This design comes from an exercise in tuning for small area, a short achievable clock period and few clock cycles per item on the open sky130 flow, not from production work. Function was checked by simulation only, so behaviour that the tests miss may differ from the original. Power and IR drop assume default switching activity.

--- flow/config.mk ---
export PLATFORM = sky130hd
export DESIGN_NAME = toplv_matmul
export DESIGN_NICKNAME = toplv_matmul
export VERILOG_FILES = /design/flow/design.v
export SDC_FILE = /design/flow/constraint.sdc
export NUM_CORES = 4
export LEC_CHECK = 0
export CAP_MARGIN = 20
export CORE_MARGIN = 2
export CORE_UTILIZATION = 40
export CTS_BUF_LIST = sky130_fd_sc_hd__clkbuf_4
export SLEW_MARGIN = 20
--- flow/constraint.sdc ---
create_clock -name core_clock -period 10.0 [get_ports {clk}]
set_input_delay 2.0000 -clock core_clock [delete_from_list [all_inputs] [get_ports {clk}]]
set_output_delay 2.0000 -clock core_clock [all_outputs]
set_load 0.01 [all_outputs]
--- flow/design.v ---
module mac(input [7:0] a, input [7:0] b, input clr,
           input [17:0] acc_s, input [18:0] acc_c,
           output [17:0] ns, output [18:0] nc);
  wire p0_0, p0_1, p0_2, p0_3, p0_4, p0_5, p0_6, p0_7, p1_0, p1_1, p1_2, p1_3, p1_4, p1_5, p1_6, p1_7, p2_0, p2_1, p2_2, p2_3, p2_4, p2_5, p2_6, p2_7, p3_0, p3_1, p3_2, p3_3, p3_4, p3_5, p3_6, p3_7, p4_0, p4_1, p4_2, p4_3, p4_4, p4_5, p4_6, p4_7, p5_0, p5_1, p5_2, p5_3, p5_4, p5_5, p5_6, p5_7, p6_0, p6_1, p6_2, p6_3, p6_4, p6_5, p6_6, p6_7, p7_0, p7_1, p7_2, p7_3, p7_4, p7_5, p7_6, p7_7, q0, q1, q2, q3, q4, q5, q6, q7, q8, q9, q10, q11, q12, q13, q14, q15, q16, q17, r6, r12, s1, c2, s3, c4, s5, c6, s7, c8, s9, c10, s11, c12, s13, c14, s15, c16, s17, c18, s19, c20, s21, c22, s23, c24, s25, c26, s27, c28, s29, c30, s31, c32, s33, c34, s35, c36, s37, c38, s39, c40, s41, c42, s43, c44, s45, c46, s47, c48, s49, c50, s51, c52, s53, c54, s55, c56, s57, c58, s59, c60, s61, c62, s63, c64, s65, c66, s67, c68, s69, c70, s71, c72, s73, c74, s75, c76, s77, c78, s79, c80, s81, c82, s83, c84, s85, c86, s87, c88, s89, c90, s91, c92, s93, c94, s95, c96, s97, c98, s99, c100, s101, c102, s103, c104, s105, c106, s107, c108, s109, c110, s111, c112, s113, c114, s115, c116, s117, c118, s119, c120;
  assign p0_0 = a[0] & b[0];
  assign p0_1 = a[0] & b[1];
  assign p0_2 = a[0] & b[2];
  assign p0_3 = a[0] & b[3];
  assign p0_4 = a[0] & b[4];
  assign p0_5 = a[0] & b[5];
  assign p0_6 = a[0] & b[6];
  assign p0_7 = a[0] & b[7];
  assign p1_0 = a[1] & b[0];
  assign p1_1 = a[1] & b[1];
  assign p1_2 = a[1] & b[2];
  assign p1_3 = a[1] & b[3];
  assign p1_4 = a[1] & b[4];
  assign p1_5 = a[1] & b[5];
  assign p1_6 = a[1] & b[6];
  assign p1_7 = a[1] & b[7];
  assign p2_0 = a[2] & b[0];
  assign p2_1 = a[2] & b[1];
  assign p2_2 = a[2] & b[2];
  assign p2_3 = a[2] & b[3];
  assign p2_4 = a[2] & b[4];
  assign p2_5 = a[2] & b[5];
  assign p2_6 = a[2] & b[6];
  assign p2_7 = a[2] & b[7];
  assign p3_0 = a[3] & b[0];
  assign p3_1 = a[3] & b[1];
  assign p3_2 = a[3] & b[2];
  assign p3_3 = a[3] & b[3];
  assign p3_4 = a[3] & b[4];
  assign p3_5 = a[3] & b[5];
  assign p3_6 = a[3] & b[6];
  assign p3_7 = a[3] & b[7];
  assign p4_0 = a[4] & b[0];
  assign p4_1 = a[4] & b[1];
  assign p4_2 = a[4] & b[2];
  assign p4_3 = a[4] & b[3];
  assign p4_4 = a[4] & b[4];
  assign p4_5 = a[4] & b[5];
  assign p4_6 = a[4] & b[6];
  assign p4_7 = a[4] & b[7];
  assign p5_0 = a[5] & b[0];
  assign p5_1 = a[5] & b[1];
  assign p5_2 = a[5] & b[2];
  assign p5_3 = a[5] & b[3];
  assign p5_4 = a[5] & b[4];
  assign p5_5 = a[5] & b[5];
  assign p5_6 = a[5] & b[6];
  assign p5_7 = a[5] & b[7];
  assign p6_0 = a[6] & b[0];
  assign p6_1 = a[6] & b[1];
  assign p6_2 = a[6] & b[2];
  assign p6_3 = a[6] & b[3];
  assign p6_4 = a[6] & b[4];
  assign p6_5 = a[6] & b[5];
  assign p6_6 = a[6] & b[6];
  assign p6_7 = a[6] & b[7];
  assign p7_0 = a[7] & b[0];
  assign p7_1 = a[7] & b[1];
  assign p7_2 = a[7] & b[2];
  assign p7_3 = a[7] & b[3];
  assign p7_4 = a[7] & b[4];
  assign p7_5 = a[7] & b[5];
  assign p7_6 = a[7] & b[6];
  assign p7_7 = a[7] & b[7];
  assign q0 = acc_s[0] & ~clr;
  assign q1 = acc_s[1] & ~clr;
  assign q2 = acc_s[2] & ~clr;
  assign q3 = acc_s[3] & ~clr;
  assign q4 = acc_s[4] & ~clr;
  assign q5 = acc_s[5] & ~clr;
  assign q6 = acc_s[6] & ~clr;
  assign q7 = acc_s[7] & ~clr;
  assign q8 = acc_s[8] & ~clr;
  assign q9 = acc_s[9] & ~clr;
  assign q10 = acc_s[10] & ~clr;
  assign q11 = acc_s[11] & ~clr;
  assign q12 = acc_s[12] & ~clr;
  assign q13 = acc_s[13] & ~clr;
  assign q14 = acc_s[14] & ~clr;
  assign q15 = acc_s[15] & ~clr;
  assign q16 = acc_s[16] & ~clr;
  assign q17 = acc_s[17] & ~clr;
  assign r6 = acc_c[6] & ~clr;
  assign r12 = acc_c[12] & ~clr;
  assign s1 = p0_5 ^ p1_4;
  assign c2 = p0_5 & p1_4;
  assign s3 = p0_6 ^ p1_5 ^ p2_4;
  assign c4 = (p0_6 & p1_5) | (p0_6 & p2_4) | (p1_5 & p2_4);
  assign s5 = p3_3 ^ p4_2 ^ p5_1;
  assign c6 = (p3_3 & p4_2) | (p3_3 & p5_1) | (p4_2 & p5_1);
  assign s7 = p0_7 ^ p1_6 ^ p2_5;
  assign c8 = (p0_7 & p1_6) | (p0_7 & p2_5) | (p1_6 & p2_5);
  assign s9 = p3_4 ^ p4_3 ^ p5_2;
  assign c10 = (p3_4 & p4_3) | (p3_4 & p5_2) | (p4_3 & p5_2);
  assign s11 = p6_1 ^ p7_0;
  assign c12 = p6_1 & p7_0;
  assign s13 = p1_7 ^ p2_6 ^ p3_5;
  assign c14 = (p1_7 & p2_6) | (p1_7 & p3_5) | (p2_6 & p3_5);
  assign s15 = p4_4 ^ p5_3 ^ p6_2;
  assign c16 = (p4_4 & p5_3) | (p4_4 & p6_2) | (p5_3 & p6_2);
  assign s17 = p7_1 ^ q8;
  assign c18 = p7_1 & q8;
  assign s19 = p2_7 ^ p3_6 ^ p4_5;
  assign c20 = (p2_7 & p3_6) | (p2_7 & p4_5) | (p3_6 & p4_5);
  assign s21 = p5_4 ^ p6_3 ^ p7_2;
  assign c22 = (p5_4 & p6_3) | (p5_4 & p7_2) | (p6_3 & p7_2);
  assign s23 = p3_7 ^ p4_6 ^ p5_5;
  assign c24 = (p3_7 & p4_6) | (p3_7 & p5_5) | (p4_6 & p5_5);
  assign s25 = p0_3 ^ p1_2;
  assign c26 = p0_3 & p1_2;
  assign s27 = p0_4 ^ p1_3 ^ p2_2;
  assign c28 = (p0_4 & p1_3) | (p0_4 & p2_2) | (p1_3 & p2_2);
  assign s29 = p3_1 ^ p4_0;
  assign c30 = p3_1 & p4_0;
  assign s31 = s1 ^ p2_3 ^ p3_2;
  assign c32 = (s1 & p2_3) | (s1 & p3_2) | (p2_3 & p3_2);
  assign s33 = p4_1 ^ p5_0 ^ q5;
  assign c34 = (p4_1 & p5_0) | (p4_1 & q5) | (p5_0 & q5);
  assign s35 = s3 ^ s5 ^ p6_0;
  assign c36 = (s3 & s5) | (s3 & p6_0) | (s5 & p6_0);
  assign s37 = q6 ^ r6 ^ c2;
  assign c38 = (q6 & r6) | (q6 & c2) | (r6 & c2);
  assign s39 = s7 ^ s9 ^ s11;
  assign c40 = (s7 & s9) | (s7 & s11) | (s9 & s11);
  assign s41 = q7 ^ c4 ^ c6;
  assign c42 = (q7 & c4) | (q7 & c6) | (c4 & c6);
  assign s43 = s13 ^ s15 ^ s17;
  assign c44 = (s13 & s15) | (s13 & s17) | (s15 & s17);
  assign s45 = c8 ^ c10 ^ c12;
  assign c46 = (c8 & c10) | (c8 & c12) | (c10 & c12);
  assign s47 = s19 ^ s21 ^ q9;
  assign c48 = (s19 & s21) | (s19 & q9) | (s21 & q9);
  assign s49 = c14 ^ c16 ^ c18;
  assign c50 = (c14 & c16) | (c14 & c18) | (c16 & c18);
  assign s51 = s23 ^ p6_4 ^ p7_3;
  assign c52 = (s23 & p6_4) | (s23 & p7_3) | (p6_4 & p7_3);
  assign s53 = q10 ^ c20 ^ c22;
  assign c54 = (q10 & c20) | (q10 & c22) | (c20 & c22);
  assign s55 = p4_7 ^ p5_6 ^ p6_5;
  assign c56 = (p4_7 & p5_6) | (p4_7 & p6_5) | (p5_6 & p6_5);
  assign s57 = p7_4 ^ q11 ^ c24;
  assign c58 = (p7_4 & q11) | (p7_4 & c24) | (q11 & c24);
  assign s59 = p5_7 ^ p6_6 ^ p7_5;
  assign c60 = (p5_7 & p6_6) | (p5_7 & p7_5) | (p6_6 & p7_5);
  assign s61 = q12 ^ r12;
  assign c62 = q12 & r12;
  assign s63 = p6_7 ^ p7_6;
  assign c64 = p6_7 & p7_6;
  assign s65 = p0_2 ^ p1_1;
  assign c66 = p0_2 & p1_1;
  assign s67 = s25 ^ p2_1 ^ p3_0;
  assign c68 = (s25 & p2_1) | (s25 & p3_0) | (p2_1 & p3_0);
  assign s69 = s27 ^ s29 ^ q4;
  assign c70 = (s27 & s29) | (s27 & q4) | (s29 & q4);
  assign s71 = s31 ^ s33 ^ c28;
  assign c72 = (s31 & s33) | (s31 & c28) | (s33 & c28);
  assign s73 = s35 ^ s37 ^ c32;
  assign c74 = (s35 & s37) | (s35 & c32) | (s37 & c32);
  assign s75 = s39 ^ s41 ^ c36;
  assign c76 = (s39 & s41) | (s39 & c36) | (s41 & c36);
  assign s77 = s43 ^ s45 ^ c40;
  assign c78 = (s43 & s45) | (s43 & c40) | (s45 & c40);
  assign s79 = s47 ^ s49 ^ c44;
  assign c80 = (s47 & s49) | (s47 & c44) | (s49 & c44);
  assign s81 = s51 ^ s53 ^ c48;
  assign c82 = (s51 & s53) | (s51 & c48) | (s53 & c48);
  assign s83 = s55 ^ s57 ^ c52;
  assign c84 = (s55 & s57) | (s55 & c52) | (s57 & c52);
  assign s85 = s59 ^ s61 ^ c56;
  assign c86 = (s59 & s61) | (s59 & c56) | (s61 & c56);
  assign s87 = s63 ^ q13 ^ c60;
  assign c88 = (s63 & q13) | (s63 & c60) | (q13 & c60);
  assign s89 = p7_7 ^ q14;
  assign c90 = p7_7 & q14;
  assign s91 = p0_1 ^ p1_0;
  assign c92 = p0_1 & p1_0;
  assign s93 = s65 ^ p2_0 ^ q2;
  assign c94 = (s65 & p2_0) | (s65 & q2) | (p2_0 & q2);
  assign s95 = s67 ^ q3 ^ c66;
  assign c96 = (s67 & q3) | (s67 & c66) | (q3 & c66);
  assign s97 = s69 ^ c26 ^ c68;
  assign c98 = (s69 & c26) | (s69 & c68) | (c26 & c68);
  assign s99 = s71 ^ c30 ^ c70;
  assign c100 = (s71 & c30) | (s71 & c70) | (c30 & c70);
  assign s101 = s73 ^ c34 ^ c72;
  assign c102 = (s73 & c34) | (s73 & c72) | (c34 & c72);
  assign s103 = s75 ^ c38 ^ c74;
  assign c104 = (s75 & c38) | (s75 & c74) | (c38 & c74);
  assign s105 = s77 ^ c42 ^ c76;
  assign c106 = (s77 & c42) | (s77 & c76) | (c42 & c76);
  assign s107 = s79 ^ c46 ^ c78;
  assign c108 = (s79 & c46) | (s79 & c78) | (c46 & c78);
  assign s109 = s81 ^ c50 ^ c80;
  assign c110 = (s81 & c50) | (s81 & c80) | (c50 & c80);
  assign s111 = s83 ^ c54 ^ c82;
  assign c112 = (s83 & c54) | (s83 & c82) | (c54 & c82);
  assign s113 = s85 ^ c58 ^ c84;
  assign c114 = (s85 & c58) | (s85 & c84) | (c58 & c84);
  assign s115 = s87 ^ c62 ^ c86;
  assign c116 = (s87 & c62) | (s87 & c86) | (c62 & c86);
  assign s117 = s89 ^ c64 ^ c88;
  assign c118 = (s89 & c64) | (s89 & c88) | (c64 & c88);
  assign s119 = q15 ^ c90;
  assign c120 = q15 & c90;
  assign {nc[6], ns[5:0]} = {1'b0, s99, s97, s95, s93, s91, p0_0} + {1'b0, c98, c96, c94, c92, q1, q0};
  assign {nc[12], ns[11:6]} = {1'b0, s111, s109, s107, s105, s103, s101} + {1'b0, c110, c108, c106, c104, c102, c100};
  assign ns[17:12] = {q17, q16, s119, s117, s115, s113} + {1'b0, c120, c118, c116, c114, c112};
  assign nc[0] = 1'b0;
  assign nc[1] = 1'b0;
  assign nc[2] = 1'b0;
  assign nc[3] = 1'b0;
  assign nc[4] = 1'b0;
  assign nc[5] = 1'b0;
  assign nc[7] = 1'b0;
  assign nc[8] = 1'b0;
  assign nc[9] = 1'b0;
  assign nc[10] = 1'b0;
  assign nc[11] = 1'b0;
  assign nc[13] = 1'b0;
  assign nc[14] = 1'b0;
  assign nc[15] = 1'b0;
  assign nc[16] = 1'b0;
  assign nc[17] = 1'b0;
  assign nc[18] = 1'b0;
endmodule
`timescale 1ns / 1ps
module toplv_matmul(input st, rst, clk, input [7:0] data_in,
                    output done, output [7:0] dataout);
  reg [5:0] T;         
  reg       armed;     
  always @(posedge clk or posedge rst) begin
    if (rst) begin
      T <= 6'd0;
      armed <= 1'b0;
    end else if (T != 6'd0) begin
      T <= (T == 6'd47) ? 6'd0 : T + 6'd1;
    end else if (armed) begin
      if (!st) begin
        T <= 6'd1;
        armed <= 1'b0;
      end
    end else if (st) begin
      armed <= 1'b1;
    end
  end
  reg [7:0] ra [0:8];
  reg [7:0] rb [0:8];
  wire lda = (T < 6'd11);
  wire ldb = (T < 6'd20);
  integer q;
  always @(posedge clk) begin
    ra[0] <= lda ? data_in : ra[8];
    rb[0] <= ldb ? data_in : rb[8];
    for (q = 1; q < 9; q = q + 1) begin
      ra[q] <= ra[q-1];
      rb[q] <= rb[q-1];
    end
  end
  reg       k0;
  reg [1:0] sa;      
  reg [2:0] sb;      
  integer i, j, k;
  always @(*) begin
    k0 = 1'b0; sa = 2'd0; sb = 3'd0;
    for (i = 0; i < 4; i = i + 1)
      for (j = 0; j < 3; j = j + 1)
        for (k = 0; k < 3; k = k + 1)
          if (T == 16 + 9*i + 3*j + k) begin
            k0 = (k == 0);
            sa = ((4 + 6*i + 3*j) % 9) / 3;
            sb = ((4 + 2*j + 9 - 2*k) % 9) / 2;
          end
  end
  reg  [7:0]  opa, opb;
  reg         first;
  reg  [17:0] acc_s;
  reg  [18:0] acc_c;
  reg  [17:0] outr;
  reg         done_r;
  wire [17:0] ns;
  wire [18:0] nc;
  mac u_mac(.a(opa), .b(opb), .clr(first), .acc_s(acc_s), .acc_c(acc_c),
            .ns(ns), .nc(nc));
  always @(posedge clk) begin
    opa <= (sa == 2'd0) ? ra[1] : (sa == 2'd1) ? ra[4] : ra[7];
    opb <= (sb == 3'd0) ? rb[0] : (sb == 3'd1) ? rb[2] :
           (sb == 3'd2) ? rb[4] : (sb == 3'd3) ? rb[6] : rb[8];
    first <= k0;
    acc_s <= ns;
    acc_c <= nc;
    outr <= first ? (acc_s + ({18'd0, acc_c[6]} << 6) + ({18'd0, acc_c[12]} << 12)) : {8'd0, outr[17:8]};
    done_r <= (T == 6'd19);
  end
  assign done = done_r;
  assign dataout = outr[7:0];
endmodule
--- flow/run.sh ---
#!/bin/bash
# synth_recipe.tcl (not shown) runs the flow's synth.tcl, then flattens the netlist and writes it again
# the make line also repeats each setting of config.mk as NAME=value (left out here)
make -C /OpenROAD-flow-scripts/flow DESIGN_CONFIG=/design/flow/config.mk WORK_HOME=/design/flow/orfs CLKGATE_MAP_FILE= SYNTH_SCRIPT=/design/flow/synth_recipe.tcl finish
==> impl_metrics.ini, run 1 <==
[logic_synthesis]
yosysUniqueCellTypes = 65
synth_area_leader_cell = dfxtp_1
yosysWarnings = 3
syn_nets = 864
synth_seq_cells = 207
synth_top_family_by_area = adder cells
avgSynthCellArea_um2 = 11.3
synth_cells = 766
yosysSeqAreaShare_pct = 48.3
synthArstFlopShare_pct = 3.38
synth.most_common_cell = dfxtp_1
synthXorXnorAreaFrac_pct = 2.33
synth_compound_area_share_pct = 9.35
syn-cell-area_um2 = 8650
synth_common_cells = 200 x dfxtp_1, 88 x inv_1, 61 x and2_1
synth-adder-area-share_pct = 17.1
synth_edf_count = 0
synth-main-ff-cell = dfxtp_1
synth_top_area_share_pct = 46.3
synth.area.mux_share_pct = 3.37
synth_top_cells_by_area = dfxtp_1 46%, fa_1 12%, ha_1 5.1%
yosys.area_share.simple_pct = 13.3

[sta]
period_share_pct = 40.2
timing.setup.tns_ns = 0
hold_viol = 0
worst_pin_slew_ns = 0.988
period_needed_ns = 4.02
rsz0062_at_grt = no
timing.final.ws_setup_ns = 5.98
relSlewSlack_pct = 34.2
final_max_slew_viol_count = 0
max_freq_mhz = 249
setup_viol = 0
fin_skew_ns = 0.0450

[pwr]
p_per_area_nw_per_um2 = 265
ir_drop_mv = 0.121
power_uw = 2550
p_sw_uw = 857
p_seq_share_pct = 38.6
leakage_uw = 0.00427
p_sw_share_pct = 33.6
pwr-share-clk_pct = 26.1
comb_power_share_pct = 35.4
intPower_uw = 1690

[cts]
cts-root-buf = clkbuf_4
tritoncts = done
hold_buffers = 0
clockBufferDepth = 3
clkTransAtPathRegs_ns = 0.07
numCtsBuffers = 51
cts_resized = 0
clock-sinks = 207
clk_latency_ns = 0.67
htree_levels = 2
post_cts_buffers = 0

[die]
die_area_um2 = 22800
start_util_pct = 40.9
die_h_um = 151
io_pins = 20
num_rows = 53
die_w_um = 151
coreArea_um2 = 21200

[route]
final_antenna_net_count = 0
drt-total-wl_mm = 15.8
firstDrtPassIters = 5
drtIter0Drc = 300
post_drt_wl_per_cell_um = 14.1
routed_via_density = 4.63
vias = 5174
route.detailed.drc = 0

[worst_setup_path]
arrival_ns = 4.58
crit_fanout = 8
criticalPathCategory = flop to flop
crit_slowest_cell = fa_1
required_ns = 10.56
startpoint_type = flop
cp_top_family = adder cells
path_cells = nand2_1 -> fa_1 -> inv_1 -> fa_1 -> inv_1 -> fa_1 -> fa_1 -> inv_1 -> ha_1 -> a21o_1 -> a21oi_1 -> o21bai_1 -> a21oi_1 -> xnor2_1
worst_path_most_repeated_cell = fa_1
cp-end-kind = flop
critical-path-max-stage-delay_ns = 0.60
crit_buf_inv = 3

[placed_design]
gp_congestion = 0.830
io_buffer_count = 19
hpwl_mm = 11.0
dp.cells = 1031
preCtsSetupSlack_ns = 5.99

[global_routing]
gr-total-overflow = 0
grt_max_degree = 41
grt_pass1_wl_mm = 26.8
grt_antenna_before_repair = 1
grt_usage_pct = 14.9
grt_pass1_vias = 5333

[finish]
seq_area_um2 = 4180
layout.cells.non_filler = 1118
multi_input_area_um2 = 3930
nNetsFinal = 907
layout-drive-gt1-share_pct = 13.8
finalCoreUtilization_pct = 45.4
syn_to_final_growth_pct = 11.0
nFillCells = 2013

[status]
outcome = complete, no violations

[min_path]
hold_path_class = flop to flop

[job]
maxCapViolCount = 0
==> metrics by stage <==
step	hold slack, ns	cell area, µm²
2_1_floorplan	0.310	8650
3_3_place_gp	0.310	8980
3_5_place_dp	0.312	8980
4_1_cts	0.302	9600
5_1_grt	0.320	9600
6_report	0.298	9600
==> flip-flops by register name (all words and copies together), names as in the netlist <==
name	count
T	6
acc_c	2
acc_s	18
armed	1
done_r	1
first	1
opa	8
opb	8
outr	18
ra	72
rb	72
==> worst reg2reg max path: cells and delay by family (launching register included) <==
family | cells | cell delay (ns)
adder cells (fa/ha/maj) | 5 | 2.44
flip-flops | 1 | 0.44
AO/OA/AOI/OAI | 4 | 0.64
XOR/XNOR | 1 | 0.13
buffers and inverters | 3 | 0.16
AND/OR/NAND/NOR | 1 | 0.12
==> power groups by stage <==
| stage | sequential [µW] | combinational [µW] | clock [µW] |
|---|---|---|---|
| CTS | 985 | 919 | 690 |
| floorplan | 975 | 754 | 0 |
| global route | 996 | 1060 | 733 |
| finish | 983 | 901 | 665 |
| detailed placement | 1000 | 910 | 0 |
| global placement | 999 | 890 | 0 |
==> per-layer routing <==
layer  part of all wire, %  vias to the layer above  GRT usage (%)
met2                    44                       94           22.2
met4                   2.4                        0           6.26
met3                   4.1                       34           3.43
met5                     0                        -              0
li1                      -                     2628              -
met1                    50                     2418           21.0
==> path summary, 6_finish.rpt <==
kind	from	endpoint	slack, ns	depth (start not counted)
worst min-delay path	ra[5][6]	ra[6][6]	0.30	0
worst min register to register	ra[5][6]	ra[6][6]	0.30	0
worst max-delay path	opb[7]	acc_s[11]	5.98	14
worst max register to register	opb[7]	acc_s[11]	5.98	14
max in group asynchronous	rst	T[2]	8.20	2
min in group asynchronous	rst	T[4]	1.56	2
==> placed cells by master (no fill, tap or decap), types with 2 or more instances in the layout <==
master | synthesis | routed
dfxtp_1 | 200 | 200
inv_1 | 88 | 88
clkbuf_4 | 0 | 67
and2_1 | 61 | 61
fa_1 | 52 | 52
nand2_1 | 38 | 38
ha_1 | 35 | 35
nor2b_1 | 28 | 28
mux2_2 | 25 | 25
a21oi_1 | 24 | 24
xnor2_1 | 19 | 19
clkdlybuf4s50_1 | 0 | 19
nor2_1 | 16 | 16
o21ai_0 | 16 | 16
clkinv_1 | 0 | 13
nand3_1 | 11 | 11
nand2b_1 | 10 | 10
a21o_1 | 8 | 8
a221oi_1 | 8 | 8
a222oi_1 | 8 | 8
a221o_1 | 8 | 8
dfrtp_1 | 7 | 7
nor3_1 | 5 | 5
o21bai_1 | 5 | 5
xor2_1 | 4 | 4
and3_1 | 4 | 4
a31oi_1 | 4 | 4
nand3b_1 | 4 | 4
and2b_1 | 4 | 4
or3_1 | 3 | 3
a211oi_1 | 3 | 3
diode_2 | 0 | 2
nor3_2 | 2 | 2
nor4bb_1 | 2 | 2
a311oi_1 | 2 | 2
o211ai_1 | 2 | 2
o2111ai_1 | 2 | 2
a21boi_2 | 2 | 2
inv_6 | 0 | 2
==> kinds of logic after synthesis <==
family                   Yosys count
flip-flops                       207
AND/OR/NAND/NOR                  199
buffers and inverters            118
AO/OA/AOI/OAI                    106
adder cells (fa/ha/maj)           87
multiplexers                      26
XOR/XNOR                          23
==> layout make-up <==
type                    instances  share of cell area (%)
repair buffers                 20                    2.06
clock inverters                18                    1.15
inverters                      88                    3.44
flip-flops and latches        207                    43.5
clock buffers                  67                    5.24
multi-input cells             441                    41.0
diodes                          2                  0.0521
well taps                     275                    3.58
Testbench counts, summed over its fixed seeds: cycles 4,704, items 96.
==> run 2: changes to the inputs <==
--- a/flow/config.mk
+++ b/flow/config.mk
@@ -8,5 +8,4 @@
 export CAP_MARGIN = 20
 export CORE_MARGIN = 2
 export CORE_UTILIZATION = 40
-export CTS_BUF_LIST = sky130_fd_sc_hd__clkbuf_4
 export SLEW_MARGIN = 20
==> impl_metrics.ini, run 2 <==
[status]
outcome = complete, no violations

[finish]
layout.cells.non_filler = 1071
nNetsFinal = 878
syn_to_final_growth_pct = 13.0
reg_top3 = ra x72, rb x72
multi_input_area_um2 = 3930
nFillCells = 1982
layout_commonest_cell = dfxtp_1
layout-drive-gt1-share_pct = 10.6
seq_area_um2 = 4180
diodes = 0
layout_common_cells = 200 x dfxtp_1, 88 x inv_1, 61 x and2_1

[pwr]
p_per_area_nw_per_um2 = 280
pwr-share-clk_pct = 31.3
ir_drop_mv = 0.135
p_sw_share_pct = 31.8
power_uw = 2730
comb_power_share_pct = 32.7
p_seq_share_pct = 36.0
intPower_uw = 1860
p_sw_uw = 870
leakage_uw = 0.00430

[sta]
hold_viol = 0
relSlewSlack_pct = 33.5
fin_skew_ns = 0.0175
period_share_pct = 40.0
max_freq_mhz = 250
rsz0062_at_grt = no
worst_pin_slew_ns = 0.998
setup_viol = 0
final_max_slew_viol_count = 0
period_needed_ns = 4.00
timing.setup.tns_ns = 0

[worst_setup_path]
worst_path_most_repeated_cell = fa_1
r2r_cells = 14
crit_start = opa[2]
startpoint_type = flop
rrSetupSlack_ns = 6.00
crit_fanout = 8
criticalPathCategory = flop to flop
arrival_ns = 4.44
worstSetupEndpoint = acc_s[11]
required_ns = 10.44
crit_slowest_cell = fa_1
critical-path-max-stage-delay_ns = 0.60
reg2reg_from = opa[2]
path_cells = nand2_1 -> fa_1 -> inv_1 -> fa_1 -> inv_1 -> fa_1 -> fa_1 -> inv_1 -> ha_1 -> a21o_1 -> a21oi_1 -> o21bai_1 -> a21oi_1 -> xnor2_1
cp-end-kind = flop
r2r-end = acc_s[11]
crit_cells = 14
crit_buf_inv = 3
cp_top_family = adder cells

[route]
route.detailed.drc = 0
final_antenna_net_count = 0
drtIter0Drc = 265
routed_via_density = 4.66
post_drt_wl_per_cell_um = 14.4
firstDrtPassIters = 4
vias = 4995
drt-total-wl_mm = 15.4

[cts]
htree_levels = 1
clkTransAtPathRegs_ns = 0.06
clock-sinks = 207
tritoncts = done
hold_buffers = 0
post_cts_buffers = 0
numCtsBuffers = 22
clockBufferDepth = 3
cts_resized = 0
cts-root-buf = clkbuf_16
clk_latency_ns = 0.52

[logic_synthesis]
syn_nets = 864
synthArstFlopShare_pct = 3.38
yosysUniqueCellTypes = 65
synth.area.mux_share_pct = 3.37
avgSynthCellArea_um2 = 11.3
synth_compound_area_share_pct = 9.35
synth_common_cells = 200 x dfxtp_1, 88 x inv_1, 61 x and2_1
yosys.area_share.simple_pct = 13.3
synth_seq_cells = 207
synth_cells = 766
yosysSeqAreaShare_pct = 48.3
synth_edf_count = 0
yosysWarnings = 3
synthXorXnorAreaFrac_pct = 2.33
synth-adder-area-share_pct = 17.1
synth_top_cells_by_area = dfxtp_1 46%, fa_1 12%, ha_1 5.1%
synth-main-ff-cell = dfxtp_1
synth_top_area_share_pct = 46.3
syn-cell-area_um2 = 8650
synth_area_leader_cell = dfxtp_1
synth.most_common_cell = dfxtp_1
synth_top_family_by_area = adder cells

[die]
coreArea_um2 = 21200
die_area_um2 = 22800
io_pins = 20
start_util_pct = 40.9
num_rows = 53
die_w_um = 151
die_h_um = 151

[global_routing]
grt_pass1_vias = 5002
gr-total-overflow = 0
grt_pass1_wl_mm = 26.2
grt_usage_pct = 14.4
grt_antenna_before_repair = 0
grt_max_degree = 41

[placed_design]
io_buffer_count = 19
dp.cells = 1031
gp_congestion = 0.830
hpwl_mm = 11.0

[min_path]
hold_path_class = flop to flop

[job]
maxCapViolCount = 0
-- run 2: cell count changes in the layout (fill, tap and decap cells not counted) --
cell / before / now
diode_2: 2 / 0
clkinvlp_4: 0 / 1
clkinv_1: 13 / 0
clkbuf_4: 67 / 0
clkbuf_16: 0 / 22
inv_6: 2 / 4
clkinv_2: 1 / 6
bufinv_16: 1 / 3
clkinv_16: 0 / 1
clkinv_4: 1 / 0
clkbuf_8: 0 / 3
-- run 2: worst reg2reg max path, stage by stage (launching register included) --
cell	delay [ns]
dfxtp_1	0.48
nand2_1	0.12
fa_1	0.49
inv_1	0.05
fa_1	0.52
inv_1	0.05
fa_1	0.50
fa_1	0.60
inv_1	0.06
ha_1	0.28
a21o_1	0.16
a21oi_1	0.21
o21bai_1	0.09
a21oi_1	0.18
xnor2_1	0.13
-- run 2: kinds of logic after synthesis --
kind of cell | count (synthesis)
adder cells (fa/ha/maj) | 87
XOR/XNOR | 23
flip-flops | 207
AND/OR/NAND/NOR | 199
AO/OA/AOI/OAI | 106
buffers and inverters | 118
multiplexers | 26
-- run 2: routing by layer --
layer,part of all wire [%],vias up,global-route usage (%)
li1,-,2545,-
met1,50,2352,21.3
met2,44,73,21.8
met3,3.8,25,2.47
met4,2.2,0,3.93
met5,0,-,0
-- run 2: how the worst min path moves through the flow --
stage	start	endpoint	slack, ns	cells after the start
finish	ra[2][5]	ra[3][5]	0.32	0
global route	ra[0][1]	ra[1][1]	0.33	0
CTS	ra[3][7]	ra[4][7]	0.32	0
detailed placement	ra[6][1]	ra[7][1]	0.31	0
global placement	ra[3][3]	ra[4][3]	0.31	0
floorplan	ra[0][0]	ra[1][0]	0.31	0
-- run 2: cell type report --
cell class | count | share of cell area [%]
Sequential cell | 207 | 42.8
Tap cell | 275 | 3.52
Timing Repair Buffer | 20 | 2.02
Multi-Input combinational cell | 441 | 40.3
Clock buffer | 25 | 6.06
Inverter | 88 | 3.38
Clock inverter | 15 | 1.97
-- run 2: stage by stage --
stage	setup WS [ns]	util (%)	cell area, µm²	hold WS [ns]
2_1_floorplan	6.21	-	8650	0.310
3_3_place_gp	6.06	42.5	8980	0.310
3_5_place_dp	5.99	42.5	8980	0.312
4_1_cts	5.98	46.2	9770	0.323
5_1_grt	5.75	46.2	9770	0.326
6_report	6.00	46.2	9770	0.319
-- run 2: power groups by stage --
stage	clock network (µW)	logic (µW)	registers (µW)
floorplan	0	754	975
global placement	0	890	999
detailed placement	0	910	1000
CTS	874	914	985
global route	912	1050	996
finish	855	895	983

[static timing again, ports no longer ideal]
The results above use ideal ports. As a check the final layouts listed here were re-extracted and re-timed, cells and wires unchanged.
Step 1 (the two cells are an assumption about what drives the block):
set clk [get_ports {clk}]
set_driving_cell -lib_cell sky130_fd_sc_hd__clkbuf_16 $clk
set_driving_cell -lib_cell sky130_fd_sc_hd__buf_2 [delete_from_list [all_inputs] $clk]
Step 2 moves the port delays by t, midway between the first and last clock arrival at a register: inputs arrive t later, outputs are due t later. That takes back most of the time a late clock gives input paths.
Slacks: ideal ports / drivers / drivers and shift; pairs: ideal ports / drivers.
run | t (ns) | setup WS [ns] | slew at the worst register clock pin (ns)
run 1 | 0.688 | 5.980 / 5.980 / 5.980 | 0.07 / 0.07
run 2 | 0.550 | 5.998 / 5.998 / 5.998 | 0.06 / 0.06
After both steps setup and hold are still met in every run listed.
